Source: an optimization exercise on an open RTL-to-GDS flow (aim: small area, a short achievable clock period and few clock cycles). Production flows keep margins and buffers that such runs may drop.
Only simulation tests tie the RTL to the original design; equivalence was not proved.

==> design.v <==
module encrpytion        
    # (parameter k = 32)(
    input clk,               
    input rst,               
    input en,                
    input [k-1:0]a,          
    input [2*k-1:0]n,        
    input [k:0]e,            
    output [k-1:0]cipher,    
    output reg ready_flag    
    );
reg  [k-1:0] R;          
reg  [k-1:0] P;          
reg  [k-1:0] Ni;         
reg          bq;         
reg  [4:0]   cnt;        
reg  [4:0]   idx;        
reg          ebit;       
reg          sq;         
reg          run;        
assign cipher = R;
reg  [4:0] idx0;
integer i;
always @(*) begin
    idx0 = 5'd0;
    for (i = 1; i <= k; i = i + 1)
        if (e[i]) idx0 = i - 1;
end
wire [k+2:0] x  = {2'b00, P, 1'b0};
wire [k+2:0] y  = {3'b000, bq ? R : {k{1'b0}}};
wire [k+2:0] z1 = {3'b111, Ni};           
wire [k+2:0] z2 = {2'b11, Ni, 1'b1};      
wire [k+2:0] s1 = x ^ y ^ z1;
wire [k+2:0] c1 = (x & y) | (x & z1) | (y & z1);
wire [k+2:0] s2 = x ^ y ^ z2;
wire [k+2:0] c2 = (x & y) | (x & z2) | (y & z2);
wire [34:0] ad0_p0 = x ^ y;
wire [34:0] ad0_g0 = x & y;
wire [34:0] ad0_G0 = {ad0_g0[34:1], ad0_g0[0] | (ad0_p0[0] & 1'b0)};
wire [34:0] ad0_P0 = ad0_p0;
wire ad0_g1_1 = ad0_G0[1] | (ad0_P0[1] & ad0_G0[0]);
wire ad0_p1_1 = ad0_P0[1] & ad0_P0[0];
wire ad0_g1_3 = ad0_G0[3] | (ad0_P0[3] & ad0_G0[2]);
wire ad0_p1_3 = ad0_P0[3] & ad0_P0[2];
wire ad0_g1_5 = ad0_G0[5] | (ad0_P0[5] & ad0_G0[4]);
wire ad0_p1_5 = ad0_P0[5] & ad0_P0[4];
wire ad0_g1_7 = ad0_G0[7] | (ad0_P0[7] & ad0_G0[6]);
wire ad0_p1_7 = ad0_P0[7] & ad0_P0[6];
wire ad0_g1_9 = ad0_G0[9] | (ad0_P0[9] & ad0_G0[8]);
wire ad0_p1_9 = ad0_P0[9] & ad0_P0[8];
wire ad0_g1_11 = ad0_G0[11] | (ad0_P0[11] & ad0_G0[10]);
wire ad0_p1_11 = ad0_P0[11] & ad0_P0[10];
wire ad0_g1_13 = ad0_G0[13] | (ad0_P0[13] & ad0_G0[12]);
wire ad0_p1_13 = ad0_P0[13] & ad0_P0[12];
wire ad0_g1_15 = ad0_G0[15] | (ad0_P0[15] & ad0_G0[14]);
wire ad0_p1_15 = ad0_P0[15] & ad0_P0[14];
wire ad0_g1_17 = ad0_G0[17] | (ad0_P0[17] & ad0_G0[16]);
wire ad0_p1_17 = ad0_P0[17] & ad0_P0[16];
wire ad0_g1_19 = ad0_G0[19] | (ad0_P0[19] & ad0_G0[18]);
wire ad0_p1_19 = ad0_P0[19] & ad0_P0[18];
wire ad0_g1_21 = ad0_G0[21] | (ad0_P0[21] & ad0_G0[20]);
wire ad0_p1_21 = ad0_P0[21] & ad0_P0[20];
wire ad0_g1_23 = ad0_G0[23] | (ad0_P0[23] & ad0_G0[22]);
wire ad0_p1_23 = ad0_P0[23] & ad0_P0[22];
wire ad0_g1_25 = ad0_G0[25] | (ad0_P0[25] & ad0_G0[24]);
wire ad0_p1_25 = ad0_P0[25] & ad0_P0[24];
wire ad0_g1_27 = ad0_G0[27] | (ad0_P0[27] & ad0_G0[26]);
wire ad0_p1_27 = ad0_P0[27] & ad0_P0[26];
wire ad0_g1_29 = ad0_G0[29] | (ad0_P0[29] & ad0_G0[28]);
wire ad0_p1_29 = ad0_P0[29] & ad0_P0[28];
wire ad0_g1_31 = ad0_G0[31] | (ad0_P0[31] & ad0_G0[30]);
wire ad0_p1_31 = ad0_P0[31] & ad0_P0[30];
wire ad0_g1_33 = ad0_G0[33] | (ad0_P0[33] & ad0_G0[32]);
wire ad0_p1_33 = ad0_P0[33] & ad0_P0[32];
wire ad0_g2_2 = ad0_G0[2] | (ad0_P0[2] & ad0_g1_1);
wire ad0_p2_2 = ad0_P0[2] & ad0_p1_1;
wire ad0_g2_3 = ad0_g1_3 | (ad0_p1_3 & ad0_g1_1);
wire ad0_p2_3 = ad0_p1_3 & ad0_p1_1;
wire ad0_g2_6 = ad0_G0[6] | (ad0_P0[6] & ad0_g1_5);
wire ad0_p2_6 = ad0_P0[6] & ad0_p1_5;
wire ad0_g2_7 = ad0_g1_7 | (ad0_p1_7 & ad0_g1_5);
wire ad0_p2_7 = ad0_p1_7 & ad0_p1_5;
wire ad0_g2_10 = ad0_G0[10] | (ad0_P0[10] & ad0_g1_9);
wire ad0_p2_10 = ad0_P0[10] & ad0_p1_9;
wire ad0_g2_11 = ad0_g1_11 | (ad0_p1_11 & ad0_g1_9);
wire ad0_p2_11 = ad0_p1_11 & ad0_p1_9;
wire ad0_g2_14 = ad0_G0[14] | (ad0_P0[14] & ad0_g1_13);
wire ad0_p2_14 = ad0_P0[14] & ad0_p1_13;
wire ad0_g2_15 = ad0_g1_15 | (ad0_p1_15 & ad0_g1_13);
wire ad0_p2_15 = ad0_p1_15 & ad0_p1_13;
wire ad0_g2_18 = ad0_G0[18] | (ad0_P0[18] & ad0_g1_17);
wire ad0_p2_18 = ad0_P0[18] & ad0_p1_17;
wire ad0_g2_19 = ad0_g1_19 | (ad0_p1_19 & ad0_g1_17);
wire ad0_p2_19 = ad0_p1_19 & ad0_p1_17;
wire ad0_g2_22 = ad0_G0[22] | (ad0_P0[22] & ad0_g1_21);
wire ad0_p2_22 = ad0_P0[22] & ad0_p1_21;
wire ad0_g2_23 = ad0_g1_23 | (ad0_p1_23 & ad0_g1_21);
wire ad0_p2_23 = ad0_p1_23 & ad0_p1_21;
wire ad0_g2_26 = ad0_G0[26] | (ad0_P0[26] & ad0_g1_25);
wire ad0_p2_26 = ad0_P0[26] & ad0_p1_25;
wire ad0_g2_27 = ad0_g1_27 | (ad0_p1_27 & ad0_g1_25);
wire ad0_p2_27 = ad0_p1_27 & ad0_p1_25;
wire ad0_g2_30 = ad0_G0[30] | (ad0_P0[30] & ad0_g1_29);
wire ad0_p2_30 = ad0_P0[30] & ad0_p1_29;
wire ad0_g2_31 = ad0_g1_31 | (ad0_p1_31 & ad0_g1_29);
wire ad0_p2_31 = ad0_p1_31 & ad0_p1_29;
wire ad0_g2_34 = ad0_G0[34] | (ad0_P0[34] & ad0_g1_33);
wire ad0_p2_34 = ad0_P0[34] & ad0_p1_33;
wire ad0_g3_4 = ad0_G0[4] | (ad0_P0[4] & ad0_g2_3);
wire ad0_p3_4 = ad0_P0[4] & ad0_p2_3;
wire ad0_g3_5 = ad0_g1_5 | (ad0_p1_5 & ad0_g2_3);
wire ad0_p3_5 = ad0_p1_5 & ad0_p2_3;
wire ad0_g3_6 = ad0_g2_6 | (ad0_p2_6 & ad0_g2_3);
wire ad0_p3_6 = ad0_p2_6 & ad0_p2_3;
wire ad0_g3_7 = ad0_g2_7 | (ad0_p2_7 & ad0_g2_3);
wire ad0_p3_7 = ad0_p2_7 & ad0_p2_3;
wire ad0_g3_12 = ad0_G0[12] | (ad0_P0[12] & ad0_g2_11);
wire ad0_p3_12 = ad0_P0[12] & ad0_p2_11;
wire ad0_g3_13 = ad0_g1_13 | (ad0_p1_13 & ad0_g2_11);
wire ad0_p3_13 = ad0_p1_13 & ad0_p2_11;
wire ad0_g3_14 = ad0_g2_14 | (ad0_p2_14 & ad0_g2_11);
wire ad0_p3_14 = ad0_p2_14 & ad0_p2_11;
wire ad0_g3_15 = ad0_g2_15 | (ad0_p2_15 & ad0_g2_11);
wire ad0_p3_15 = ad0_p2_15 & ad0_p2_11;
wire ad0_g3_20 = ad0_G0[20] | (ad0_P0[20] & ad0_g2_19);
wire ad0_p3_20 = ad0_P0[20] & ad0_p2_19;
wire ad0_g3_21 = ad0_g1_21 | (ad0_p1_21 & ad0_g2_19);
wire ad0_p3_21 = ad0_p1_21 & ad0_p2_19;
wire ad0_g3_22 = ad0_g2_22 | (ad0_p2_22 & ad0_g2_19);
wire ad0_p3_22 = ad0_p2_22 & ad0_p2_19;
wire ad0_g3_23 = ad0_g2_23 | (ad0_p2_23 & ad0_g2_19);
wire ad0_p3_23 = ad0_p2_23 & ad0_p2_19;
wire ad0_g3_28 = ad0_G0[28] | (ad0_P0[28] & ad0_g2_27);
wire ad0_p3_28 = ad0_P0[28] & ad0_p2_27;
wire ad0_g3_29 = ad0_g1_29 | (ad0_p1_29 & ad0_g2_27);
wire ad0_p3_29 = ad0_p1_29 & ad0_p2_27;
wire ad0_g3_30 = ad0_g2_30 | (ad0_p2_30 & ad0_g2_27);
wire ad0_p3_30 = ad0_p2_30 & ad0_p2_27;
wire ad0_g3_31 = ad0_g2_31 | (ad0_p2_31 & ad0_g2_27);
wire ad0_p3_31 = ad0_p2_31 & ad0_p2_27;
wire ad0_g4_8 = ad0_G0[8] | (ad0_P0[8] & ad0_g3_7);
wire ad0_p4_8 = ad0_P0[8] & ad0_p3_7;
wire ad0_g4_9 = ad0_g1_9 | (ad0_p1_9 & ad0_g3_7);
wire ad0_p4_9 = ad0_p1_9 & ad0_p3_7;
wire ad0_g4_10 = ad0_g2_10 | (ad0_p2_10 & ad0_g3_7);
wire ad0_p4_10 = ad0_p2_10 & ad0_p3_7;
wire ad0_g4_11 = ad0_g2_11 | (ad0_p2_11 & ad0_g3_7);
wire ad0_p4_11 = ad0_p2_11 & ad0_p3_7;
wire ad0_g4_12 = ad0_g3_12 | (ad0_p3_12 & ad0_g3_7);
wire ad0_p4_12 = ad0_p3_12 & ad0_p3_7;
wire ad0_g4_13 = ad0_g3_13 | (ad0_p3_13 & ad0_g3_7);
wire ad0_p4_13 = ad0_p3_13 & ad0_p3_7;
wire ad0_g4_14 = ad0_g3_14 | (ad0_p3_14 & ad0_g3_7);
wire ad0_p4_14 = ad0_p3_14 & ad0_p3_7;
wire ad0_g4_15 = ad0_g3_15 | (ad0_p3_15 & ad0_g3_7);
wire ad0_p4_15 = ad0_p3_15 & ad0_p3_7;
wire ad0_g4_24 = ad0_G0[24] | (ad0_P0[24] & ad0_g3_23);
wire ad0_p4_24 = ad0_P0[24] & ad0_p3_23;
wire ad0_g4_25 = ad0_g1_25 | (ad0_p1_25 & ad0_g3_23);
wire ad0_p4_25 = ad0_p1_25 & ad0_p3_23;
wire ad0_g4_26 = ad0_g2_26 | (ad0_p2_26 & ad0_g3_23);
wire ad0_p4_26 = ad0_p2_26 & ad0_p3_23;
wire ad0_g4_27 = ad0_g2_27 | (ad0_p2_27 & ad0_g3_23);
wire ad0_p4_27 = ad0_p2_27 & ad0_p3_23;
wire ad0_g4_28 = ad0_g3_28 | (ad0_p3_28 & ad0_g3_23);
wire ad0_p4_28 = ad0_p3_28 & ad0_p3_23;
wire ad0_g4_29 = ad0_g3_29 | (ad0_p3_29 & ad0_g3_23);
wire ad0_p4_29 = ad0_p3_29 & ad0_p3_23;
wire ad0_g4_30 = ad0_g3_30 | (ad0_p3_30 & ad0_g3_23);
wire ad0_p4_30 = ad0_p3_30 & ad0_p3_23;
wire ad0_g4_31 = ad0_g3_31 | (ad0_p3_31 & ad0_g3_23);
wire ad0_p4_31 = ad0_p3_31 & ad0_p3_23;
wire ad0_g5_16 = ad0_G0[16] | (ad0_P0[16] & ad0_g4_15);
wire ad0_p5_16 = ad0_P0[16] & ad0_p4_15;
wire ad0_g5_17 = ad0_g1_17 | (ad0_p1_17 & ad0_g4_15);
wire ad0_p5_17 = ad0_p1_17 & ad0_p4_15;
wire ad0_g5_18 = ad0_g2_18 | (ad0_p2_18 & ad0_g4_15);
wire ad0_p5_18 = ad0_p2_18 & ad0_p4_15;
wire ad0_g5_19 = ad0_g2_19 | (ad0_p2_19 & ad0_g4_15);
wire ad0_p5_19 = ad0_p2_19 & ad0_p4_15;
wire ad0_g5_20 = ad0_g3_20 | (ad0_p3_20 & ad0_g4_15);
wire ad0_p5_20 = ad0_p3_20 & ad0_p4_15;
wire ad0_g5_21 = ad0_g3_21 | (ad0_p3_21 & ad0_g4_15);
wire ad0_p5_21 = ad0_p3_21 & ad0_p4_15;
wire ad0_g5_22 = ad0_g3_22 | (ad0_p3_22 & ad0_g4_15);
wire ad0_p5_22 = ad0_p3_22 & ad0_p4_15;
wire ad0_g5_23 = ad0_g3_23 | (ad0_p3_23 & ad0_g4_15);
wire ad0_p5_23 = ad0_p3_23 & ad0_p4_15;
wire ad0_g5_24 = ad0_g4_24 | (ad0_p4_24 & ad0_g4_15);
wire ad0_p5_24 = ad0_p4_24 & ad0_p4_15;
wire ad0_g5_25 = ad0_g4_25 | (ad0_p4_25 & ad0_g4_15);
wire ad0_p5_25 = ad0_p4_25 & ad0_p4_15;
wire ad0_g5_26 = ad0_g4_26 | (ad0_p4_26 & ad0_g4_15);
wire ad0_p5_26 = ad0_p4_26 & ad0_p4_15;
wire ad0_g5_27 = ad0_g4_27 | (ad0_p4_27 & ad0_g4_15);
wire ad0_p5_27 = ad0_p4_27 & ad0_p4_15;
wire ad0_g5_28 = ad0_g4_28 | (ad0_p4_28 & ad0_g4_15);
wire ad0_p5_28 = ad0_p4_28 & ad0_p4_15;
wire ad0_g5_29 = ad0_g4_29 | (ad0_p4_29 & ad0_g4_15);
wire ad0_p5_29 = ad0_p4_29 & ad0_p4_15;
wire ad0_g5_30 = ad0_g4_30 | (ad0_p4_30 & ad0_g4_15);
wire ad0_p5_30 = ad0_p4_30 & ad0_p4_15;
wire ad0_g5_31 = ad0_g4_31 | (ad0_p4_31 & ad0_g4_15);
wire ad0_p5_31 = ad0_p4_31 & ad0_p4_15;
wire ad0_g6_32 = ad0_G0[32] | (ad0_P0[32] & ad0_g5_31);
wire ad0_p6_32 = ad0_P0[32] & ad0_p5_31;
wire ad0_g6_33 = ad0_g1_33 | (ad0_p1_33 & ad0_g5_31);
wire ad0_p6_33 = ad0_p1_33 & ad0_p5_31;
wire ad0_g6_34 = ad0_g2_34 | (ad0_p2_34 & ad0_g5_31);
wire ad0_p6_34 = ad0_p2_34 & ad0_p5_31;
wire [34:0] t0 = ad0_p0 ^ {ad0_g6_33, ad0_g6_32, ad0_g5_31, ad0_g5_30, ad0_g5_29, ad0_g5_28, ad0_g5_27, ad0_g5_26, ad0_g5_25, ad0_g5_24, ad0_g5_23, ad0_g5_22, ad0_g5_21, ad0_g5_20, ad0_g5_19, ad0_g5_18, ad0_g5_17, ad0_g5_16, ad0_g4_15, ad0_g4_14, ad0_g4_13, ad0_g4_12, ad0_g4_11, ad0_g4_10, ad0_g4_9, ad0_g4_8, ad0_g3_7, ad0_g3_6, ad0_g3_5, ad0_g3_4, ad0_g2_3, ad0_g2_2, ad0_g1_1, ad0_G0[0], 1'b0};
wire [34:0] ad1_p0 = s1 ^ {c1[k+1:0], 1'b0};
wire [34:0] ad1_g0 = s1 & {c1[k+1:0], 1'b0};
wire [34:0] ad1_G0 = {ad1_g0[34:1], ad1_g0[0] | (ad1_p0[0] & 1'b1)};
wire [34:0] ad1_P0 = ad1_p0;
wire ad1_g1_1 = ad1_G0[1] | (ad1_P0[1] & ad1_G0[0]);
wire ad1_p1_1 = ad1_P0[1] & ad1_P0[0];
wire ad1_g1_3 = ad1_G0[3] | (ad1_P0[3] & ad1_G0[2]);
wire ad1_p1_3 = ad1_P0[3] & ad1_P0[2];
wire ad1_g1_5 = ad1_G0[5] | (ad1_P0[5] & ad1_G0[4]);
wire ad1_p1_5 = ad1_P0[5] & ad1_P0[4];
wire ad1_g1_7 = ad1_G0[7] | (ad1_P0[7] & ad1_G0[6]);
wire ad1_p1_7 = ad1_P0[7] & ad1_P0[6];
wire ad1_g1_9 = ad1_G0[9] | (ad1_P0[9] & ad1_G0[8]);
wire ad1_p1_9 = ad1_P0[9] & ad1_P0[8];
wire ad1_g1_11 = ad1_G0[11] | (ad1_P0[11] & ad1_G0[10]);
wire ad1_p1_11 = ad1_P0[11] & ad1_P0[10];
wire ad1_g1_13 = ad1_G0[13] | (ad1_P0[13] & ad1_G0[12]);
wire ad1_p1_13 = ad1_P0[13] & ad1_P0[12];
wire ad1_g1_15 = ad1_G0[15] | (ad1_P0[15] & ad1_G0[14]);
wire ad1_p1_15 = ad1_P0[15] & ad1_P0[14];
wire ad1_g1_17 = ad1_G0[17] | (ad1_P0[17] & ad1_G0[16]);
wire ad1_p1_17 = ad1_P0[17] & ad1_P0[16];
wire ad1_g1_19 = ad1_G0[19] | (ad1_P0[19] & ad1_G0[18]);
wire ad1_p1_19 = ad1_P0[19] & ad1_P0[18];
wire ad1_g1_21 = ad1_G0[21] | (ad1_P0[21] & ad1_G0[20]);
wire ad1_p1_21 = ad1_P0[21] & ad1_P0[20];
wire ad1_g1_23 = ad1_G0[23] | (ad1_P0[23] & ad1_G0[22]);
wire ad1_p1_23 = ad1_P0[23] & ad1_P0[22];
wire ad1_g1_25 = ad1_G0[25] | (ad1_P0[25] & ad1_G0[24]);
wire ad1_p1_25 = ad1_P0[25] & ad1_P0[24];
wire ad1_g1_27 = ad1_G0[27] | (ad1_P0[27] & ad1_G0[26]);
wire ad1_p1_27 = ad1_P0[27] & ad1_P0[26];
wire ad1_g1_29 = ad1_G0[29] | (ad1_P0[29] & ad1_G0[28]);
wire ad1_p1_29 = ad1_P0[29] & ad1_P0[28];
wire ad1_g1_31 = ad1_G0[31] | (ad1_P0[31] & ad1_G0[30]);
wire ad1_p1_31 = ad1_P0[31] & ad1_P0[30];
wire ad1_g1_33 = ad1_G0[33] | (ad1_P0[33] & ad1_G0[32]);
wire ad1_p1_33 = ad1_P0[33] & ad1_P0[32];
wire ad1_g2_2 = ad1_G0[2] | (ad1_P0[2] & ad1_g1_1);
wire ad1_p2_2 = ad1_P0[2] & ad1_p1_1;
wire ad1_g2_3 = ad1_g1_3 | (ad1_p1_3 & ad1_g1_1);
wire ad1_p2_3 = ad1_p1_3 & ad1_p1_1;
wire ad1_g2_6 = ad1_G0[6] | (ad1_P0[6] & ad1_g1_5);
wire ad1_p2_6 = ad1_P0[6] & ad1_p1_5;
wire ad1_g2_7 = ad1_g1_7 | (ad1_p1_7 & ad1_g1_5);
wire ad1_p2_7 = ad1_p1_7 & ad1_p1_5;
wire ad1_g2_10 = ad1_G0[10] | (ad1_P0[10] & ad1_g1_9);
wire ad1_p2_10 = ad1_P0[10] & ad1_p1_9;
wire ad1_g2_11 = ad1_g1_11 | (ad1_p1_11 & ad1_g1_9);
wire ad1_p2_11 = ad1_p1_11 & ad1_p1_9;
wire ad1_g2_14 = ad1_G0[14] | (ad1_P0[14] & ad1_g1_13);
wire ad1_p2_14 = ad1_P0[14] & ad1_p1_13;
wire ad1_g2_15 = ad1_g1_15 | (ad1_p1_15 & ad1_g1_13);
wire ad1_p2_15 = ad1_p1_15 & ad1_p1_13;
wire ad1_g2_18 = ad1_G0[18] | (ad1_P0[18] & ad1_g1_17);
wire ad1_p2_18 = ad1_P0[18] & ad1_p1_17;
wire ad1_g2_19 = ad1_g1_19 | (ad1_p1_19 & ad1_g1_17);
wire ad1_p2_19 = ad1_p1_19 & ad1_p1_17;
wire ad1_g2_22 = ad1_G0[22] | (ad1_P0[22] & ad1_g1_21);
wire ad1_p2_22 = ad1_P0[22] & ad1_p1_21;
wire ad1_g2_23 = ad1_g1_23 | (ad1_p1_23 & ad1_g1_21);
wire ad1_p2_23 = ad1_p1_23 & ad1_p1_21;
wire ad1_g2_26 = ad1_G0[26] | (ad1_P0[26] & ad1_g1_25);
wire ad1_p2_26 = ad1_P0[26] & ad1_p1_25;
wire ad1_g2_27 = ad1_g1_27 | (ad1_p1_27 & ad1_g1_25);
wire ad1_p2_27 = ad1_p1_27 & ad1_p1_25;
wire ad1_g2_30 = ad1_G0[30] | (ad1_P0[30] & ad1_g1_29);
wire ad1_p2_30 = ad1_P0[30] & ad1_p1_29;
wire ad1_g2_31 = ad1_g1_31 | (ad1_p1_31 & ad1_g1_29);
wire ad1_p2_31 = ad1_p1_31 & ad1_p1_29;
wire ad1_g2_34 = ad1_G0[34] | (ad1_P0[34] & ad1_g1_33);
wire ad1_p2_34 = ad1_P0[34] & ad1_p1_33;
wire ad1_g3_4 = ad1_G0[4] | (ad1_P0[4] & ad1_g2_3);
wire ad1_p3_4 = ad1_P0[4] & ad1_p2_3;
wire ad1_g3_5 = ad1_g1_5 | (ad1_p1_5 & ad1_g2_3);
wire ad1_p3_5 = ad1_p1_5 & ad1_p2_3;
wire ad1_g3_6 = ad1_g2_6 | (ad1_p2_6 & ad1_g2_3);
wire ad1_p3_6 = ad1_p2_6 & ad1_p2_3;
wire ad1_g3_7 = ad1_g2_7 | (ad1_p2_7 & ad1_g2_3);
wire ad1_p3_7 = ad1_p2_7 & ad1_p2_3;
wire ad1_g3_12 = ad1_G0[12] | (ad1_P0[12] & ad1_g2_11);
wire ad1_p3_12 = ad1_P0[12] & ad1_p2_11;
wire ad1_g3_13 = ad1_g1_13 | (ad1_p1_13 & ad1_g2_11);
wire ad1_p3_13 = ad1_p1_13 & ad1_p2_11;
wire ad1_g3_14 = ad1_g2_14 | (ad1_p2_14 & ad1_g2_11);
wire ad1_p3_14 = ad1_p2_14 & ad1_p2_11;
wire ad1_g3_15 = ad1_g2_15 | (ad1_p2_15 & ad1_g2_11);
wire ad1_p3_15 = ad1_p2_15 & ad1_p2_11;
wire ad1_g3_20 = ad1_G0[20] | (ad1_P0[20] & ad1_g2_19);
wire ad1_p3_20 = ad1_P0[20] & ad1_p2_19;
wire ad1_g3_21 = ad1_g1_21 | (ad1_p1_21 & ad1_g2_19);
wire ad1_p3_21 = ad1_p1_21 & ad1_p2_19;
wire ad1_g3_22 = ad1_g2_22 | (ad1_p2_22 & ad1_g2_19);
wire ad1_p3_22 = ad1_p2_22 & ad1_p2_19;
wire ad1_g3_23 = ad1_g2_23 | (ad1_p2_23 & ad1_g2_19);
wire ad1_p3_23 = ad1_p2_23 & ad1_p2_19;
wire ad1_g3_28 = ad1_G0[28] | (ad1_P0[28] & ad1_g2_27);
wire ad1_p3_28 = ad1_P0[28] & ad1_p2_27;
wire ad1_g3_29 = ad1_g1_29 | (ad1_p1_29 & ad1_g2_27);
wire ad1_p3_29 = ad1_p1_29 & ad1_p2_27;
wire ad1_g3_30 = ad1_g2_30 | (ad1_p2_30 & ad1_g2_27);
wire ad1_p3_30 = ad1_p2_30 & ad1_p2_27;
wire ad1_g3_31 = ad1_g2_31 | (ad1_p2_31 & ad1_g2_27);
wire ad1_p3_31 = ad1_p2_31 & ad1_p2_27;
wire ad1_g4_8 = ad1_G0[8] | (ad1_P0[8] & ad1_g3_7);
wire ad1_p4_8 = ad1_P0[8] & ad1_p3_7;
wire ad1_g4_9 = ad1_g1_9 | (ad1_p1_9 & ad1_g3_7);
wire ad1_p4_9 = ad1_p1_9 & ad1_p3_7;
wire ad1_g4_10 = ad1_g2_10 | (ad1_p2_10 & ad1_g3_7);
wire ad1_p4_10 = ad1_p2_10 & ad1_p3_7;
wire ad1_g4_11 = ad1_g2_11 | (ad1_p2_11 & ad1_g3_7);
wire ad1_p4_11 = ad1_p2_11 & ad1_p3_7;
wire ad1_g4_12 = ad1_g3_12 | (ad1_p3_12 & ad1_g3_7);
wire ad1_p4_12 = ad1_p3_12 & ad1_p3_7;
wire ad1_g4_13 = ad1_g3_13 | (ad1_p3_13 & ad1_g3_7);
wire ad1_p4_13 = ad1_p3_13 & ad1_p3_7;
wire ad1_g4_14 = ad1_g3_14 | (ad1_p3_14 & ad1_g3_7);
wire ad1_p4_14 = ad1_p3_14 & ad1_p3_7;
wire ad1_g4_15 = ad1_g3_15 | (ad1_p3_15 & ad1_g3_7);
wire ad1_p4_15 = ad1_p3_15 & ad1_p3_7;
wire ad1_g4_24 = ad1_G0[24] | (ad1_P0[24] & ad1_g3_23);
wire ad1_p4_24 = ad1_P0[24] & ad1_p3_23;
wire ad1_g4_25 = ad1_g1_25 | (ad1_p1_25 & ad1_g3_23);
wire ad1_p4_25 = ad1_p1_25 & ad1_p3_23;
wire ad1_g4_26 = ad1_g2_26 | (ad1_p2_26 & ad1_g3_23);
wire ad1_p4_26 = ad1_p2_26 & ad1_p3_23;
wire ad1_g4_27 = ad1_g2_27 | (ad1_p2_27 & ad1_g3_23);
wire ad1_p4_27 = ad1_p2_27 & ad1_p3_23;
wire ad1_g4_28 = ad1_g3_28 | (ad1_p3_28 & ad1_g3_23);
wire ad1_p4_28 = ad1_p3_28 & ad1_p3_23;
wire ad1_g4_29 = ad1_g3_29 | (ad1_p3_29 & ad1_g3_23);
wire ad1_p4_29 = ad1_p3_29 & ad1_p3_23;
wire ad1_g4_30 = ad1_g3_30 | (ad1_p3_30 & ad1_g3_23);
wire ad1_p4_30 = ad1_p3_30 & ad1_p3_23;
wire ad1_g4_31 = ad1_g3_31 | (ad1_p3_31 & ad1_g3_23);
wire ad1_p4_31 = ad1_p3_31 & ad1_p3_23;
wire ad1_g5_16 = ad1_G0[16] | (ad1_P0[16] & ad1_g4_15);
wire ad1_p5_16 = ad1_P0[16] & ad1_p4_15;
wire ad1_g5_17 = ad1_g1_17 | (ad1_p1_17 & ad1_g4_15);
wire ad1_p5_17 = ad1_p1_17 & ad1_p4_15;
wire ad1_g5_18 = ad1_g2_18 | (ad1_p2_18 & ad1_g4_15);
wire ad1_p5_18 = ad1_p2_18 & ad1_p4_15;
wire ad1_g5_19 = ad1_g2_19 | (ad1_p2_19 & ad1_g4_15);
wire ad1_p5_19 = ad1_p2_19 & ad1_p4_15;
wire ad1_g5_20 = ad1_g3_20 | (ad1_p3_20 & ad1_g4_15);
wire ad1_p5_20 = ad1_p3_20 & ad1_p4_15;
wire ad1_g5_21 = ad1_g3_21 | (ad1_p3_21 & ad1_g4_15);
wire ad1_p5_21 = ad1_p3_21 & ad1_p4_15;
wire ad1_g5_22 = ad1_g3_22 | (ad1_p3_22 & ad1_g4_15);
wire ad1_p5_22 = ad1_p3_22 & ad1_p4_15;
wire ad1_g5_23 = ad1_g3_23 | (ad1_p3_23 & ad1_g4_15);
wire ad1_p5_23 = ad1_p3_23 & ad1_p4_15;
wire ad1_g5_24 = ad1_g4_24 | (ad1_p4_24 & ad1_g4_15);
wire ad1_p5_24 = ad1_p4_24 & ad1_p4_15;
wire ad1_g5_25 = ad1_g4_25 | (ad1_p4_25 & ad1_g4_15);
wire ad1_p5_25 = ad1_p4_25 & ad1_p4_15;
wire ad1_g5_26 = ad1_g4_26 | (ad1_p4_26 & ad1_g4_15);
wire ad1_p5_26 = ad1_p4_26 & ad1_p4_15;
wire ad1_g5_27 = ad1_g4_27 | (ad1_p4_27 & ad1_g4_15);
wire ad1_p5_27 = ad1_p4_27 & ad1_p4_15;
wire ad1_g5_28 = ad1_g4_28 | (ad1_p4_28 & ad1_g4_15);
wire ad1_p5_28 = ad1_p4_28 & ad1_p4_15;
wire ad1_g5_29 = ad1_g4_29 | (ad1_p4_29 & ad1_g4_15);
wire ad1_p5_29 = ad1_p4_29 & ad1_p4_15;
wire ad1_g5_30 = ad1_g4_30 | (ad1_p4_30 & ad1_g4_15);
wire ad1_p5_30 = ad1_p4_30 & ad1_p4_15;
wire ad1_g5_31 = ad1_g4_31 | (ad1_p4_31 & ad1_g4_15);
wire ad1_p5_31 = ad1_p4_31 & ad1_p4_15;
wire ad1_g6_32 = ad1_G0[32] | (ad1_P0[32] & ad1_g5_31);
wire ad1_p6_32 = ad1_P0[32] & ad1_p5_31;
wire ad1_g6_33 = ad1_g1_33 | (ad1_p1_33 & ad1_g5_31);
wire ad1_p6_33 = ad1_p1_33 & ad1_p5_31;
wire ad1_g6_34 = ad1_g2_34 | (ad1_p2_34 & ad1_g5_31);
wire ad1_p6_34 = ad1_p2_34 & ad1_p5_31;
wire [34:0] t1 = ad1_p0 ^ {ad1_g6_33, ad1_g6_32, ad1_g5_31, ad1_g5_30, ad1_g5_29, ad1_g5_28, ad1_g5_27, ad1_g5_26, ad1_g5_25, ad1_g5_24, ad1_g5_23, ad1_g5_22, ad1_g5_21, ad1_g5_20, ad1_g5_19, ad1_g5_18, ad1_g5_17, ad1_g5_16, ad1_g4_15, ad1_g4_14, ad1_g4_13, ad1_g4_12, ad1_g4_11, ad1_g4_10, ad1_g4_9, ad1_g4_8, ad1_g3_7, ad1_g3_6, ad1_g3_5, ad1_g3_4, ad1_g2_3, ad1_g2_2, ad1_g1_1, ad1_G0[0], 1'b1};
wire [34:0] ad2_p0 = s2 ^ {c2[k+1:0], 1'b0};
wire [34:0] ad2_g0 = s2 & {c2[k+1:0], 1'b0};
wire [34:0] ad2_G0 = {ad2_g0[34:1], ad2_g0[0] | (ad2_p0[0] & 1'b1)};
wire [34:0] ad2_P0 = ad2_p0;
wire ad2_g1_1 = ad2_G0[1] | (ad2_P0[1] & ad2_G0[0]);
wire ad2_p1_1 = ad2_P0[1] & ad2_P0[0];
wire ad2_g1_3 = ad2_G0[3] | (ad2_P0[3] & ad2_G0[2]);
wire ad2_p1_3 = ad2_P0[3] & ad2_P0[2];
wire ad2_g1_5 = ad2_G0[5] | (ad2_P0[5] & ad2_G0[4]);
wire ad2_p1_5 = ad2_P0[5] & ad2_P0[4];
wire ad2_g1_7 = ad2_G0[7] | (ad2_P0[7] & ad2_G0[6]);
wire ad2_p1_7 = ad2_P0[7] & ad2_P0[6];
wire ad2_g1_9 = ad2_G0[9] | (ad2_P0[9] & ad2_G0[8]);
wire ad2_p1_9 = ad2_P0[9] & ad2_P0[8];
wire ad2_g1_11 = ad2_G0[11] | (ad2_P0[11] & ad2_G0[10]);
wire ad2_p1_11 = ad2_P0[11] & ad2_P0[10];
wire ad2_g1_13 = ad2_G0[13] | (ad2_P0[13] & ad2_G0[12]);
wire ad2_p1_13 = ad2_P0[13] & ad2_P0[12];
wire ad2_g1_15 = ad2_G0[15] | (ad2_P0[15] & ad2_G0[14]);
wire ad2_p1_15 = ad2_P0[15] & ad2_P0[14];
wire ad2_g1_17 = ad2_G0[17] | (ad2_P0[17] & ad2_G0[16]);
wire ad2_p1_17 = ad2_P0[17] & ad2_P0[16];
wire ad2_g1_19 = ad2_G0[19] | (ad2_P0[19] & ad2_G0[18]);
wire ad2_p1_19 = ad2_P0[19] & ad2_P0[18];
wire ad2_g1_21 = ad2_G0[21] | (ad2_P0[21] & ad2_G0[20]);
wire ad2_p1_21 = ad2_P0[21] & ad2_P0[20];
wire ad2_g1_23 = ad2_G0[23] | (ad2_P0[23] & ad2_G0[22]);
wire ad2_p1_23 = ad2_P0[23] & ad2_P0[22];
wire ad2_g1_25 = ad2_G0[25] | (ad2_P0[25] & ad2_G0[24]);
wire ad2_p1_25 = ad2_P0[25] & ad2_P0[24];
wire ad2_g1_27 = ad2_G0[27] | (ad2_P0[27] & ad2_G0[26]);
wire ad2_p1_27 = ad2_P0[27] & ad2_P0[26];
wire ad2_g1_29 = ad2_G0[29] | (ad2_P0[29] & ad2_G0[28]);
wire ad2_p1_29 = ad2_P0[29] & ad2_P0[28];
wire ad2_g1_31 = ad2_G0[31] | (ad2_P0[31] & ad2_G0[30]);
wire ad2_p1_31 = ad2_P0[31] & ad2_P0[30];
wire ad2_g1_33 = ad2_G0[33] | (ad2_P0[33] & ad2_G0[32]);
wire ad2_p1_33 = ad2_P0[33] & ad2_P0[32];
wire ad2_g2_2 = ad2_G0[2] | (ad2_P0[2] & ad2_g1_1);
wire ad2_p2_2 = ad2_P0[2] & ad2_p1_1;
wire ad2_g2_3 = ad2_g1_3 | (ad2_p1_3 & ad2_g1_1);
wire ad2_p2_3 = ad2_p1_3 & ad2_p1_1;
wire ad2_g2_6 = ad2_G0[6] | (ad2_P0[6] & ad2_g1_5);
wire ad2_p2_6 = ad2_P0[6] & ad2_p1_5;
wire ad2_g2_7 = ad2_g1_7 | (ad2_p1_7 & ad2_g1_5);
wire ad2_p2_7 = ad2_p1_7 & ad2_p1_5;
wire ad2_g2_10 = ad2_G0[10] | (ad2_P0[10] & ad2_g1_9);
wire ad2_p2_10 = ad2_P0[10] & ad2_p1_9;
wire ad2_g2_11 = ad2_g1_11 | (ad2_p1_11 & ad2_g1_9);
wire ad2_p2_11 = ad2_p1_11 & ad2_p1_9;
wire ad2_g2_14 = ad2_G0[14] | (ad2_P0[14] & ad2_g1_13);
wire ad2_p2_14 = ad2_P0[14] & ad2_p1_13;
wire ad2_g2_15 = ad2_g1_15 | (ad2_p1_15 & ad2_g1_13);
wire ad2_p2_15 = ad2_p1_15 & ad2_p1_13;
wire ad2_g2_18 = ad2_G0[18] | (ad2_P0[18] & ad2_g1_17);
wire ad2_p2_18 = ad2_P0[18] & ad2_p1_17;
wire ad2_g2_19 = ad2_g1_19 | (ad2_p1_19 & ad2_g1_17);
wire ad2_p2_19 = ad2_p1_19 & ad2_p1_17;
wire ad2_g2_22 = ad2_G0[22] | (ad2_P0[22] & ad2_g1_21);
wire ad2_p2_22 = ad2_P0[22] & ad2_p1_21;
wire ad2_g2_23 = ad2_g1_23 | (ad2_p1_23 & ad2_g1_21);
wire ad2_p2_23 = ad2_p1_23 & ad2_p1_21;
wire ad2_g2_26 = ad2_G0[26] | (ad2_P0[26] & ad2_g1_25);
wire ad2_p2_26 = ad2_P0[26] & ad2_p1_25;
wire ad2_g2_27 = ad2_g1_27 | (ad2_p1_27 & ad2_g1_25);
wire ad2_p2_27 = ad2_p1_27 & ad2_p1_25;
wire ad2_g2_30 = ad2_G0[30] | (ad2_P0[30] & ad2_g1_29);
wire ad2_p2_30 = ad2_P0[30] & ad2_p1_29;
wire ad2_g2_31 = ad2_g1_31 | (ad2_p1_31 & ad2_g1_29);
wire ad2_p2_31 = ad2_p1_31 & ad2_p1_29;
wire ad2_g2_34 = ad2_G0[34] | (ad2_P0[34] & ad2_g1_33);
wire ad2_p2_34 = ad2_P0[34] & ad2_p1_33;
wire ad2_g3_4 = ad2_G0[4] | (ad2_P0[4] & ad2_g2_3);
wire ad2_p3_4 = ad2_P0[4] & ad2_p2_3;
wire ad2_g3_5 = ad2_g1_5 | (ad2_p1_5 & ad2_g2_3);
wire ad2_p3_5 = ad2_p1_5 & ad2_p2_3;
wire ad2_g3_6 = ad2_g2_6 | (ad2_p2_6 & ad2_g2_3);
wire ad2_p3_6 = ad2_p2_6 & ad2_p2_3;
wire ad2_g3_7 = ad2_g2_7 | (ad2_p2_7 & ad2_g2_3);
wire ad2_p3_7 = ad2_p2_7 & ad2_p2_3;
wire ad2_g3_12 = ad2_G0[12] | (ad2_P0[12] & ad2_g2_11);
wire ad2_p3_12 = ad2_P0[12] & ad2_p2_11;
wire ad2_g3_13 = ad2_g1_13 | (ad2_p1_13 & ad2_g2_11);
wire ad2_p3_13 = ad2_p1_13 & ad2_p2_11;
wire ad2_g3_14 = ad2_g2_14 | (ad2_p2_14 & ad2_g2_11);
wire ad2_p3_14 = ad2_p2_14 & ad2_p2_11;
wire ad2_g3_15 = ad2_g2_15 | (ad2_p2_15 & ad2_g2_11);
wire ad2_p3_15 = ad2_p2_15 & ad2_p2_11;
wire ad2_g3_20 = ad2_G0[20] | (ad2_P0[20] & ad2_g2_19);
wire ad2_p3_20 = ad2_P0[20] & ad2_p2_19;
wire ad2_g3_21 = ad2_g1_21 | (ad2_p1_21 & ad2_g2_19);
wire ad2_p3_21 = ad2_p1_21 & ad2_p2_19;
wire ad2_g3_22 = ad2_g2_22 | (ad2_p2_22 & ad2_g2_19);
wire ad2_p3_22 = ad2_p2_22 & ad2_p2_19;
wire ad2_g3_23 = ad2_g2_23 | (ad2_p2_23 & ad2_g2_19);
wire ad2_p3_23 = ad2_p2_23 & ad2_p2_19;
wire ad2_g3_28 = ad2_G0[28] | (ad2_P0[28] & ad2_g2_27);
wire ad2_p3_28 = ad2_P0[28] & ad2_p2_27;
wire ad2_g3_29 = ad2_g1_29 | (ad2_p1_29 & ad2_g2_27);
wire ad2_p3_29 = ad2_p1_29 & ad2_p2_27;
wire ad2_g3_30 = ad2_g2_30 | (ad2_p2_30 & ad2_g2_27);
wire ad2_p3_30 = ad2_p2_30 & ad2_p2_27;
wire ad2_g3_31 = ad2_g2_31 | (ad2_p2_31 & ad2_g2_27);
wire ad2_p3_31 = ad2_p2_31 & ad2_p2_27;
wire ad2_g4_8 = ad2_G0[8] | (ad2_P0[8] & ad2_g3_7);
wire ad2_p4_8 = ad2_P0[8] & ad2_p3_7;
wire ad2_g4_9 = ad2_g1_9 | (ad2_p1_9 & ad2_g3_7);
wire ad2_p4_9 = ad2_p1_9 & ad2_p3_7;
wire ad2_g4_10 = ad2_g2_10 | (ad2_p2_10 & ad2_g3_7);
wire ad2_p4_10 = ad2_p2_10 & ad2_p3_7;
wire ad2_g4_11 = ad2_g2_11 | (ad2_p2_11 & ad2_g3_7);
wire ad2_p4_11 = ad2_p2_11 & ad2_p3_7;
wire ad2_g4_12 = ad2_g3_12 | (ad2_p3_12 & ad2_g3_7);
wire ad2_p4_12 = ad2_p3_12 & ad2_p3_7;
wire ad2_g4_13 = ad2_g3_13 | (ad2_p3_13 & ad2_g3_7);
wire ad2_p4_13 = ad2_p3_13 & ad2_p3_7;
wire ad2_g4_14 = ad2_g3_14 | (ad2_p3_14 & ad2_g3_7);
wire ad2_p4_14 = ad2_p3_14 & ad2_p3_7;
wire ad2_g4_15 = ad2_g3_15 | (ad2_p3_15 & ad2_g3_7);
wire ad2_p4_15 = ad2_p3_15 & ad2_p3_7;
wire ad2_g4_24 = ad2_G0[24] | (ad2_P0[24] & ad2_g3_23);
wire ad2_p4_24 = ad2_P0[24] & ad2_p3_23;
wire ad2_g4_25 = ad2_g1_25 | (ad2_p1_25 & ad2_g3_23);
wire ad2_p4_25 = ad2_p1_25 & ad2_p3_23;
wire ad2_g4_26 = ad2_g2_26 | (ad2_p2_26 & ad2_g3_23);
wire ad2_p4_26 = ad2_p2_26 & ad2_p3_23;
wire ad2_g4_27 = ad2_g2_27 | (ad2_p2_27 & ad2_g3_23);
wire ad2_p4_27 = ad2_p2_27 & ad2_p3_23;
wire ad2_g4_28 = ad2_g3_28 | (ad2_p3_28 & ad2_g3_23);
wire ad2_p4_28 = ad2_p3_28 & ad2_p3_23;
wire ad2_g4_29 = ad2_g3_29 | (ad2_p3_29 & ad2_g3_23);
wire ad2_p4_29 = ad2_p3_29 & ad2_p3_23;
wire ad2_g4_30 = ad2_g3_30 | (ad2_p3_30 & ad2_g3_23);
wire ad2_p4_30 = ad2_p3_30 & ad2_p3_23;
wire ad2_g4_31 = ad2_g3_31 | (ad2_p3_31 & ad2_g3_23);
wire ad2_p4_31 = ad2_p3_31 & ad2_p3_23;
wire ad2_g5_16 = ad2_G0[16] | (ad2_P0[16] & ad2_g4_15);
wire ad2_p5_16 = ad2_P0[16] & ad2_p4_15;
wire ad2_g5_17 = ad2_g1_17 | (ad2_p1_17 & ad2_g4_15);
wire ad2_p5_17 = ad2_p1_17 & ad2_p4_15;
wire ad2_g5_18 = ad2_g2_18 | (ad2_p2_18 & ad2_g4_15);
wire ad2_p5_18 = ad2_p2_18 & ad2_p4_15;
wire ad2_g5_19 = ad2_g2_19 | (ad2_p2_19 & ad2_g4_15);
wire ad2_p5_19 = ad2_p2_19 & ad2_p4_15;
wire ad2_g5_20 = ad2_g3_20 | (ad2_p3_20 & ad2_g4_15);
wire ad2_p5_20 = ad2_p3_20 & ad2_p4_15;
wire ad2_g5_21 = ad2_g3_21 | (ad2_p3_21 & ad2_g4_15);
wire ad2_p5_21 = ad2_p3_21 & ad2_p4_15;
wire ad2_g5_22 = ad2_g3_22 | (ad2_p3_22 & ad2_g4_15);
wire ad2_p5_22 = ad2_p3_22 & ad2_p4_15;
wire ad2_g5_23 = ad2_g3_23 | (ad2_p3_23 & ad2_g4_15);
wire ad2_p5_23 = ad2_p3_23 & ad2_p4_15;
wire ad2_g5_24 = ad2_g4_24 | (ad2_p4_24 & ad2_g4_15);
wire ad2_p5_24 = ad2_p4_24 & ad2_p4_15;
wire ad2_g5_25 = ad2_g4_25 | (ad2_p4_25 & ad2_g4_15);
wire ad2_p5_25 = ad2_p4_25 & ad2_p4_15;
wire ad2_g5_26 = ad2_g4_26 | (ad2_p4_26 & ad2_g4_15);
wire ad2_p5_26 = ad2_p4_26 & ad2_p4_15;
wire ad2_g5_27 = ad2_g4_27 | (ad2_p4_27 & ad2_g4_15);
wire ad2_p5_27 = ad2_p4_27 & ad2_p4_15;
wire ad2_g5_28 = ad2_g4_28 | (ad2_p4_28 & ad2_g4_15);
wire ad2_p5_28 = ad2_p4_28 & ad2_p4_15;
wire ad2_g5_29 = ad2_g4_29 | (ad2_p4_29 & ad2_g4_15);
wire ad2_p5_29 = ad2_p4_29 & ad2_p4_15;
wire ad2_g5_30 = ad2_g4_30 | (ad2_p4_30 & ad2_g4_15);
wire ad2_p5_30 = ad2_p4_30 & ad2_p4_15;
wire ad2_g5_31 = ad2_g4_31 | (ad2_p4_31 & ad2_g4_15);
wire ad2_p5_31 = ad2_p4_31 & ad2_p4_15;
wire ad2_g6_32 = ad2_G0[32] | (ad2_P0[32] & ad2_g5_31);
wire ad2_p6_32 = ad2_P0[32] & ad2_p5_31;
wire ad2_g6_33 = ad2_g1_33 | (ad2_p1_33 & ad2_g5_31);
wire ad2_p6_33 = ad2_p1_33 & ad2_p5_31;
wire ad2_g6_34 = ad2_g2_34 | (ad2_p2_34 & ad2_g5_31);
wire ad2_p6_34 = ad2_p2_34 & ad2_p5_31;
wire [34:0] t2 = ad2_p0 ^ {ad2_g6_33, ad2_g6_32, ad2_g5_31, ad2_g5_30, ad2_g5_29, ad2_g5_28, ad2_g5_27, ad2_g5_26, ad2_g5_25, ad2_g5_24, ad2_g5_23, ad2_g5_22, ad2_g5_21, ad2_g5_20, ad2_g5_19, ad2_g5_18, ad2_g5_17, ad2_g5_16, ad2_g4_15, ad2_g4_14, ad2_g4_13, ad2_g4_12, ad2_g4_11, ad2_g4_10, ad2_g4_9, ad2_g4_8, ad2_g3_7, ad2_g3_6, ad2_g3_5, ad2_g3_4, ad2_g2_3, ad2_g2_2, ad2_g1_1, ad2_G0[0], 1'b1};
wire [k-1:0] res = !t2[k+2] ? t2[k-1:0] : !t1[k+2] ? t1[k-1:0] : t0[k-1:0];
wire last   = (cnt == 5'd31);
wire domul  = sq & ebit;
wire finish = last & ~domul & (idx == 5'd0);
wire idle   = ~run & ~ready_flag;
always @(posedge clk or posedge rst) begin
    if (rst) begin
        run <= 1'b0;
        ready_flag <= 1'b0;
    end else begin
        run <= en & (idle | (run & ~finish));
        ready_flag <= en & (ready_flag | (run & finish));
    end
end
always @(posedge clk)
    Ni <= ~n[k-1:0];
function [5:0] first_bit;      
    input [2:0] top;           
    begin
        if (top[2])      first_bit = {1'b1, 5'd30};
        else if (top[1]) first_bit = {1'b1, 5'd29};
        else             first_bit = {top[0], 5'd28};
    end
endfunction
wire [5:0] fa = first_bit(a[k-1:k-3]);
wire [5:0] fr = first_bit(res[k-1:k-3]);
always @(posedge clk) begin
    ebit <= e[idx];
    P <= (idle | last) ? {k{1'b0}} : res;
    if (idle) begin
        R   <= a;
        {bq, cnt} <= fa;
        idx <= idx0;
        sq  <= 1'b1;
    end else if (run) begin
        cnt <= cnt - 5'd1;
        if (last) begin
            R <= res;
            if (domul) begin
                sq <= 1'b0;
                {bq, cnt} <= fa;
            end else begin
                sq  <= 1'b1;
                {bq, cnt} <= fr;
                idx <= idx - 5'd1;
            end
        end else begin
            bq <= sq ? R[cnt] : a[cnt];
        end
    end
end
endmodule
==> flow/run.sh <==
#!/bin/bash
# Standard ORFS layout (the standard.sh, unchanged synthesis); every
# input and output port still gets its own buffer, but a plain buf_1
# instead of the delay buffer buffer_ports picks by itself.
set -euo pipefail
export BUFFER_PORTS_ARGS="-buffer_cell sky130_fd_sc_hd__buf_1"
bash standard.sh > standard.log 2>&1
==> standard.sh <==
#!/bin/bash
# synth_recipe.tcl (not shown) runs the flow's synth.tcl, then flattens the netlist and writes it again
# the make line also repeats each setting of config.mk as NAME=value (left out here)
make -C /OpenROAD-flow-scripts/flow DESIGN_CONFIG=/design/flow/config.mk WORK_HOME=/design/flow/orfs CLKGATE_MAP_FILE= SYNTH_SCRIPT=/design/flow/synth_recipe.tcl "${@:-finish}"
==> config.mk <==
export PLATFORM = sky130hd
export DESIGN_NAME = encrpytion
export DESIGN_NICKNAME = encrpytion
export VERILOG_FILES = /design/flow/design.v
export SDC_FILE = /design/flow/constraint.sdc
export NUM_CORES = 4
export LEC_CHECK = 0
export ABC_AREA = 1
export CAP_MARGIN = 20
export CORE_MARGIN = 2
export CORE_UTILIZATION = 55
export PLACE_DENSITY = 0.7
export SETUP_SLACK_MARGIN = 5
export SLEW_MARGIN = 20
==> constraint.sdc <==
create_clock -name core_clock -period 10.0 [get_ports {clk}]
set_input_delay 2.0000 -clock core_clock [delete_from_list [all_inputs] [get_ports {clk}]]
set_output_delay 2.0000 -clock core_clock [all_outputs]
set_load 0.01 [all_outputs]
==> results of run 1 <==
Yosys cell counts, types with 3 or more instances:
| cell type | number | share of area (%) |
|---|---|---|
| nand2_1 | 247 | 8.6 |
| inv_1 | 198 | 6.9 |
| nor2_1 | 156 | 5.5 |
| ha_1 | 97 | 11 |
| o21ai_0 | 88 | 4.1 |
| a21oi_1 | 87 | 4.1 |
| fa_1 | 76 | 14 |
| dfxtp_1 | 66 | 12 |
| o21ai_1 | 44 | 2.1 |
| edfxtp_1 | 43 | 12 |
| xor2_1 | 40 | 3.3 |
| nand3_1 | 39 | 1.8 |
| clkbuf_1 | 28 | 0.98 |
| xnor2_1 | 20 | 1.6 |
| a31oi_1 | 18 | 1.0 |
| o21bai_1 | 18 | 1.3 |
| o221ai_1 | 11 | 0.90 |
| nor3_1 | 10 | 0.47 |
| o211ai_1 | 10 | 0.70 |
| buf_2 | 8 | 0.37 |
| nand4_1 | 8 | 0.47 |
| o22ai_1 | 7 | 0.41 |
| a21oi_2 | 4 | 0.33 |
| mux2i_1 | 4 | 0.37 |
| nand2_2 | 4 | 0.23 |
| o31ai_1 | 4 | 0.28 |
| a21oi_4 | 3 | 0.45 |
| a221oi_1 | 3 | 0.24 |
| a32oi_1 | 3 | 0.24 |
| buf_4 | 3 | 0.21 |
| inv_2 | 3 | 0.10 |
| nand3b_1 | 3 | 0.21 |
state kept, by name (all words and copies together) (netlist names):
signal,flops
bq,1
sq,1
idx,5
cnt,5
Ni,32
ready_flag,1
ebit,1
P,32
R,32
run,1
area by class of cell:
class | instances | area, um^2
inverters | 203 | 777
well taps | 265 | 332
fillers | 1865 | 7540
repair buffers | 137 | 533
multi-input cells | 1032 | 7150
clock buffers | 10 | 239
clock inverters | 6 | 35.0
flip-flops and latches | 111 | 2660
routing by layer:
| metal | track usage (%) | vias to the layer above | part of all wire, % |
|---|---|---|---|
| li1 | - | 4776 | - |
| met1 | 39.1 | 4515 | 45 |
| met3 | 3.40 | 35 | 7.0 |
| met5 | 0 | - | 0 |
| met4 | 7.53 | 0 | 1.5 |
| met2 | 48.2 | 348 | 47 |
what timing repair did:
action                     CTS  global route
hold buffers                 0             0
pin swaps                    0             1
resized for setup            5             5
setup endpoints to repair   46            38
gates cloned                 0             1
kinds of logic after synthesis:
| kind of cell | share of synthesized area (%) |
|---|---|
| simple gates | 18.1 |
| compound gates | 17.3 |
| buf+inv | 8.91 |
| fa+ha+maj | 25.5 |
| flops | 24.8 |
| xor+xnor | 4.90 |
| mux | 0.478 |
critical path, cell delays in order (launching register included):
cell and delay (ns):
edfxtp_1 0.57, buf_4 0.40, nand2_1 0.09, inv_1 0.14
fa_1 0.43, ha_1 0.36, a21oi_1 0.25, o21bai_1 0.09
a21oi_1 0.12, inv_1 0.09, a221o_1 0.33, a21oi_4 0.28
o21ai_2 0.10, nand2_1 0.18, nand2_8 0.23, inv_8 0.28
nand3_1 0.11, nand2_1 0.15, inv_1 0.07, nand3_1 0.10
nand2_1 0.06, nand2_1 0.06
worst max-delay path by stage:
stage / from / cells after the start / to
finish: bq / 21 / bq
global route: bq / 20 / cnt[0]
CTS: bq / 20 / bq
detailed placement: bq / 20 / cnt[0]
global placement: bq / 20 / bq
floorplan: bq / 22 / R[17]
stage by stage:
stage / util [%]
detailed placement: 59.2
global route: 60.9
floorplan: -
CTS: 60.7
global placement: 59.2
finish: 60.9
==> reports/metrics.yaml, run 1 <==
global_route:
  grt_pass1_wl_um: 46100
  antenna_found_initial: 0
  overflow: 0
  grt_usage_pct: 28.6
  grt_max_degree: 49
  grt_pass1_vias: 9494
die:
  die_y_um: 144
  die_w_um: 144
  dieArea_um2: 20600
  initial_utilization_pct: 55.7
  num_rows: 51
  core_um2: 19300
  io_pins: 165
place:
  dp_hpwl_um: 21800
  port_buffers: 132
  placed_area_um2: 11400
  gp_congestion: 0.909
  dp_slack_ns: 4.73
  dp.cells: 1747
logic_synthesis:
  synth_cell_types: 54
  netlist_instances: 1387
  ys_seq_area_share_pct: 24.8
  async_reset_ff_share_pct: 1.80
  synthFlopType: "dfxtp_1"
  yosysWarnings: 1
  synth_edf_count: 43
  syn-cell-area_um2: 10700
  synth_nets: 1692
  ys_ff_latch: 111
  synth.avg_cell_area_um2: 7.73
timing:
  setup_tns_ns: 0
  slew_headroom_pct: 24.0
  grt_setup_unrepaired: "no"
  drv_slew: 0
  timing.final.crit_share_pct: 46.6
  whs_ns: 0.541
  clock_skew_ns: 0.0102
  period_needed_ns: 4.66
  hold_viol_final: 0
  fmax_ghz: 0.215
  finalWorstSetupSlack_ns: 5.34
  tightest_slew_ns: 1.13
  setup_viol: 0
layout:
  layout_commonest_cell: "nand2_1"
  final_layout_size_suffix_gt1_share_pct: 3.14
  final_cell_mix: "nand2_1 (247), inv_1 (198), nor2_1 (155)"
  final_nets: 1799
  fin_area_um2: 11700
  instances_no_fill: 1764
  antenna_cells: 0
  area.growth.synth_to_final_pct: 9.34
setup_path:
  r2r_end: "bq"
  rrSetupSlack_ns: 5.34
  worstSetupEndpointType: "register"
  rr_worst_depth: 21
  r2r-start: "bq"
  path_class: "register to register"
  crit_fanout: 33
  cp.arrival_ns: 4.91
  worstSetupStartpointType: "register"
  required_ns: 10.25
cts:
  cts.sink_count: 111
  tritoncts: "yes"
  htreeDepth: 3
  post_cts_buffers: 0
  clockRootBuffer: "clkbuf_16"
  cts_buffers: 9
  cts_buffer_depth: 2
  cts.clk_slew.worst_paths_ns: 0.08
  clk_latency_ns: 0.37
route:
  drc: 0
  ant_nets: 0
  drt-vias-per-instance: 5.48
  routedWlPerCell_um: 16.2
  route.final.wire_length_um: 28600
  vias: 9674
  drtIter0Drc: 708
  dr.pass1.iters: 5
min_path:
  min_path_type: "register to register"
  hold_start: "idx[4]"
  holdPathStages: 2
  worstHoldEndpoint: "ebit"
run_status:
  outcome: "complete, no violations"
flow_run:
  maxCapViolations: 0
Testbench counts, summed over its fixed seeds: cycles 6,039.
==> run 2: changes to the inputs <==
==> flow/run.sh (replaced) <==
#!/bin/bash
set -euo pipefail
export BUFFER_PORTS_ARGS="-buffer_cell sky130_fd_sc_hd__buf_1"
export SETUP_SLACK_MARGIN=7
bash standard.sh > standard.log 2>&1
--- a/config.mk
+++ b/config.mk
@@ -11,4 +11,3 @@
 export CORE_UTILIZATION = 55
 export PLACE_DENSITY = 0.7
-export SETUP_SLACK_MARGIN = 5
 export SLEW_MARGIN = 20
==> run 2 against run 1 <==
Compared with the run above: utilization is 9.1 points higher; critical path type unchanged; sequential share of layout area shrank 3.0 points; via count grew 7.4%; clock skew up 0.0039 ns; first-iteration DRC count is 26% higher; highest routed layer unchanged; register-to-register slack better by 0.76 ns; area after synthesis did not move; largest cell class unchanged.
==> reports/metrics.yaml, run 2 <==
logic_synthesis:
  synth_nets: 1692
  syn-cell-area_um2: 10700
  yosys.area.top_type_share_pct: 14.2
  ys_top_cells_by_count: "nand2_1 (247), inv_1 (198), nor2_1 (156)"
  ys_seq_area_share_pct: 24.8
  yosysMostFrequentCell: "nand2_1"
  yosysWarnings: 1
  async_reset_ff_share_pct: 1.80
  synth_cell_types: 54
  synth_edf_count: 43
  netlist_instances: 1387
  synth.avg_cell_area_um2: 7.73
  synth_top_area_cell: "fa_1"
  ys_top_cells_by_area: "fa_1 (14%), dfxtp_1 (12%), edfxtp_1 (12%)"
  ys_ff_latch: 111
  synthFlopType: "dfxtp_1"
timing:
  hold_viol_final: 0
  whs_ns: 0.540
  setup_tns_ns: 0
  finalWorstSetupSlack_ns: 6.10
  period_needed_ns: 3.90
  setup_viol: 0
  clock_skew_ns: 0.0141
  drv_slew: 0
  tightest_slew_ns: 1.04
  grt_setup_unrepaired: "yes"
  slew_headroom_pct: 30.8
  fmax_ghz: 0.257
  timing.final.crit_share_pct: 39.0
cts:
  tritoncts: "yes"
  clockRootBuffer: "clkbuf_16"
  cts.sink_count: 111
  cts.clk_slew.worst_paths_ns: 0.08
  cts_buffer_depth: 2
  cts_buffers: 9
  htreeDepth: 3
  clk_latency_ns: 0.37
  cts_hold_buf: 0
place:
  port_buffers: 132
  dp_slack_ns: 4.70
  dp_hpwl_um: 21400
  gp_congestion: 0.907
global_route:
  grt_usage_pct: 30.9
  grt_max_degree: 49
  overflow: 0
  grt_pass1_wl_um: 49600
  grt_pass1_vias: 9985
  antenna_found_initial: 0
route:
  drtIter0Drc: 893
  route.final.wire_length_um: 32800
  vias: 10400
  drc: 0
  drt-vias-per-instance: 5.61
  dr.pass1.iters: 7
  ant_nets: 0
  routedWlPerCell_um: 17.7
setup_path:
  max_stage_delay_ns: 0.44
  slowest_stage: "edfxtp_1"
  path_class: "register to register"
  cp.arrival_ns: 4.03
  rr_worst_depth: 22
  critPathLaunch: "bq"
  required_ns: 10.13
  path_common_cell: "nand2_4"
  crit_fanout: 7
  r2r-start: "bq"
  worstSetupStartpointType: "register"
  critPathBufInv: 3
  crit_chain: "buf_6 > nand2_1 > inv_1 > fa_1 > ha_1 > a21oi_1 > nand2_2 > nand3_2 > nand2_4 > a21oi_4 > o21ai_4 > a21oi_4 > o21ai_2 > nand2_4 > buf_6 > nand2_8 > nand2_4 > nand2_4 > nor2_4 > nand3_2 > nand2_1 > nand2_1"
  rrSetupSlack_ns: 6.10
  path_delay_family: "simple AND/OR/NAND/NOR gates"
  r2r_end: "bq"
  worstSetupEndpointType: "register"
layout:
  area.growth.synth_to_final_pct: 25.7
  final_nets: 1889
  layout_commonest_cell: "nand2_1"
  antenna_cells: 0
  fillers: 1538
  final_layout_size_suffix_gt1_share_pct: 17.4
  final_cell_mix: "nand2_1 (224), inv_1 (189), nor2_1 (141)"
  final_util_pct: 70.0
  top_regs: "Ni (32), P (32), R (32)"
min_path:
  min_path_type: "register to register"
  holdPathStages: 2
  hold_start: "idx[4]"
  worstHoldEndpoint: "ebit"
die:
  dieArea_um2: 20600
  num_rows: 51
  die_w_um: 144
  io_pins: 165
  initial_utilization_pct: 55.7
  die_y_um: 144
  core_um2: 19300
flow_run:
  maxCapViolations: 0
run_status:
  outcome: "complete, no violations"
run 2: cell count changes in the layout (fill, tap and decap cells not counted), moves of 16 or more:
cell     before  now
a21oi_2       5   21
o21ai_2       2   23
a21oi_1      86   64
nand2_1     247  224
buf_4         5   53
buf_6         0   27
run 2: final cells by class:
type                    instances  area (um^2)  share of cell area [%]
well taps                     265          332                    2.46
repair inverters                4         56.3                   0.418
multi-input cells            1035         7940                    58.9
flip-flops and latches        111         2660                    19.7
clock inverters                 7         78.8                   0.585
clock buffers                   9          225                    1.67
inverters                     203          797                    5.91
repair buffers                220         1400                    10.4
run 2: layer usage:
| metal | global-route usage [%] | up-vias | wire length, um |
|---|---|---|---|
| met5 | 0 | - | 0 |
| met4 | 10.7 | 0 | 1180 |
| met3 | 6.13 | 102 | 3340 |
| met1 | 41.3 | 4807 | 13300 |
| met2 | 50.2 | 512 | 15000 |
| li1 | - | 4973 | - |
run 2: tightest hold or removal path, stage by stage (launching register included):
cell and delay, ns:
edfxtp_1 0.40, nand2_1 0.07, nand2_1 0.05
run 2: cells by family (layout without fill, tap and decap cells):
kind of cell	count (synthesis)	after routing	share of synthesized area [%]
compound gates	313	313	17.3
xor+xnor	60	60	4.90
fa+ha+maj	173	173	25.5
buf+inv	245	443	8.91
flops	111	111	24.8
mux	5	5	0.478
simple gates	480	484	18.1
run 2: worst max-delay path by stage:
stage	endpoint	cells past startpoint
finish	bq	22
global route	R[25]	21
CTS	bq	24
detailed placement	bq	20
global placement	bq	21
floorplan	R[16]	20
run 2: timing repair:
action	in CTS	in global routing
setup buffers	52	30
gates cloned	6	3
endpoints found under the setup margin	72	108
pin swaps	23	34
resized for setup	95	130
run 2: stage by stage:
| step | cell area (um^2) | instances |
|---|---|---|
| global route | 13500 | 1854 |
| floorplan | 10800 | 1387 |
| global placement | 11500 | 1747 |
| CTS | 12700 | 1821 |
| detailed placement | 11500 | 1747 |
| finish | 13500 | 1854 |
==> run 3: changes to the inputs <==
==> flow/run.sh (replaced) <==
#!/bin/bash
set -euo pipefail
export BUFFER_PORTS_ARGS="-buffer_cell sky130_fd_sc_hd__buf_1"
export SETUP_SLACK_MARGIN=6
bash standard.sh > standard.log 2>&1
==> run 3 against run 2 <==
Compared with the run above: still clean; critical path depth up 1; synthesized cell count stayed put; area after synthesis is the same; worst setup slack lost 0.11 ns; critical endpoint is now R[13]; register-to-register slack worse by 0.11 ns.
==> reports/metrics.yaml, run 3 <==
global_route:
  grt_usage_pct: 29.7
  grt_pass1_vias: 9665
cts:
  cts.sink_count: 111
  cts.clk_slew.worst_paths_ns: 0.08
  cts_buffer_depth: 2
  clockRootBuffer: "clkbuf_16"
timing:
  grt_setup_unrepaired: "yes"
  drv_slew: 0
  clock_skew_ns: 0.00803
  timing.final.crit_share_pct: 40.1
  tightest_slew_ns: 1.19
  fmax_ghz: 0.250
logic_synthesis:
  synth_cell_types: 54
  ys_top_cells_by_area: "fa_1 (14%), dfxtp_1 (12%), edfxtp_1 (12%)"
  synth.avg_cell_area_um2: 7.73
  yosys.area.top_type_share_pct: 14.2
  async_reset_ff_share_pct: 1.80
  netlist_instances: 1387
  syn-cell-area_um2: 10700
  ys_ff_latch: 111
  synth_edf_count: 43
  ys_top_cells_by_count: "nand2_1 (247), inv_1 (198), nor2_1 (156)"
setup_path:
  path_class: "register to register"
  required_ns: 10.11
  r2r-start: "bq"
  worstSetupEndpointType: "register"
  rr_worst_depth: 23
  cp.arrival_ns: 4.12
  worstSetupStartpointType: "register"
  crit_fanout: 6
  r2r_end: "R[13]"
run_status:
  outcome: "complete, no violations"
route:
  drtIter0Drc: 738
  vias: 10100
  ant_nets: 0
min_path:
  min_path_type: "register to register"
  worstHoldEndpoint: "ebit"
die:
  core_um2: 19300
  die_w_um: 144
  die_y_um: 144
layout:
  final_layout_size_suffix_gt1_share_pct: 10.1
  area.growth.synth_to_final_pct: 17.5
  antenna_cells: 0
place:
  dp_hpwl_um: 21800
  gp_congestion: 0.909
==> run 3: changes by cell type in the layout (fill, tap and decap cells not counted), sizes merged <==
cell and change:
nand2 -2, clkinvlp -4, buf -30, inv -5, clkbuf -4, clkinv +7, bufinv -1
==> run 3: final cells by class <==
cell class	instances	area, um^2
Timing Repair Buffer	185	1040
Clock buffer	10	239
Timing Repair inverter	2	25.0
Tap cell	265	332
Sequential cell	111	2660
Clock inverter	6	35.0
Fill cell	1741	6670
Multi-Input combinational cell	1033	7460
Inverter	203	801
==> run 3: worst max-delay path, stage by stage (launching register included) <==
cell and delay (ns):
edfxtp_1 0.48, buf_6 0.17, buf_6 0.12, nand2_1 0.05, inv_1 0.08, fa_1 0.47
ha_1 0.34, a21oi_1 0.25, nand2_4 0.10, nand3_2 0.08, nand2_2 0.07, a21oi_4 0.21
o21ai_4 0.13, nand3_4 0.14, nand3_4 0.19, buf_6 0.20, buf_6 0.11, buf_6 0.10
nor2_2 0.09, nor2_1 0.04, o21ai_1 0.08, o21ai_1 0.08, inv_1 0.10, o21ai_1 0.06
==> run 3: logic make-up (layout without fill, tap and decap cells) <==
family                   after synthesis  in the layout  share of synthesized area [%]
XOR/XNOR                              60             60                           4.90
multiplexers                           5              5                          0.478
AO/OA/AOI/OAI                        313            313                           17.3
flip-flops                           111            111                           24.8
buffers and inverters                245            406                           8.91
adder cells (fa/ha/maj)              173            173                           25.5
AND/OR/NAND/NOR                      480            482                           18.1
==> run 3: worst max-delay path by stage <==
stage,from,endpoint,slack (ns),cells past startpoint
finish,bq,R[13],5.99,23
floorplan,bq,R[17],6.25,22
global route,bq,R[13],5.82,21
detailed placement,bq,cnt[0],4.73,20
global placement,bq,bq,4.79,20
CTS,bq,bq,5.97,21
==> run 3: metrics by stage <==
stage          hold WS (ns)  area (um^2)  utilization, %  cells
4_1_cts               0.539        12000            62.2   1782
2_1_floorplan         0.480        10700               -   1387
6_report              0.540        12600            65.4   1815
3_3_place_gp          0.507        11400            59.2   1747
5_1_grt               0.585        12600            65.4   1815
3_5_place_dp          0.516        11400            59.2   1747
==> run 3: what timing repair did <==
action                     4_1_cts  5_1_grt
setup buffers                   17       30
gates resized for setup         35       71
pin swaps                        9       36
gates cloned                     2        3
hold buffers                     0        0
setup endpoints to repair       67       66
==> run 3: per-layer routing <==
metal / GRT usage, % / wire length, um / up-vias
li1: - / - / 4881
met1: 40.8 / 13200 / 4711
met2: 49.3 / 14800 / 455
met3: 3.67 / 2670 / 61
met4: 8.98 / 752 / 0
met5: 0 / 0 / -

-- port drivers added, routing unchanged --
How much do the figures lean on ideal ports? The routed layouts below were timed once more, with nothing changed but the port constraints.
Step 1, drivers: a clkbuf_16 drives clk and a buf_2 each remaining input, both assumed.
Step 2 also shifts input and output timing later by t, the mid clock arrival at the registers, as if the neighbouring blocks saw the same clock.
Slacks: ideal / step 1 / step 2; pairs: ideal / step 1.
run | shift t [ns] | setup WS [ns] | worst setup path after step 2 | clock arrival spread, ns | slew at the worst register clock pin (ns)
run 1 | 0.415 | 5.341 / 5.341 / 5.341 | register to register | 0.011 / 0.010 | 0.08 / 0.08
run 2 | 0.417 | 6.104 / 6.104 / 6.104 | register to register | 0.014 / 0.014 | 0.09 / 0.09
run 3 | 0.418 | 5.992 / 5.992 / 5.992 | register to register | 0.008 / 0.008 | 0.08 / 0.08
After both steps every run listed still meets setup and hold.
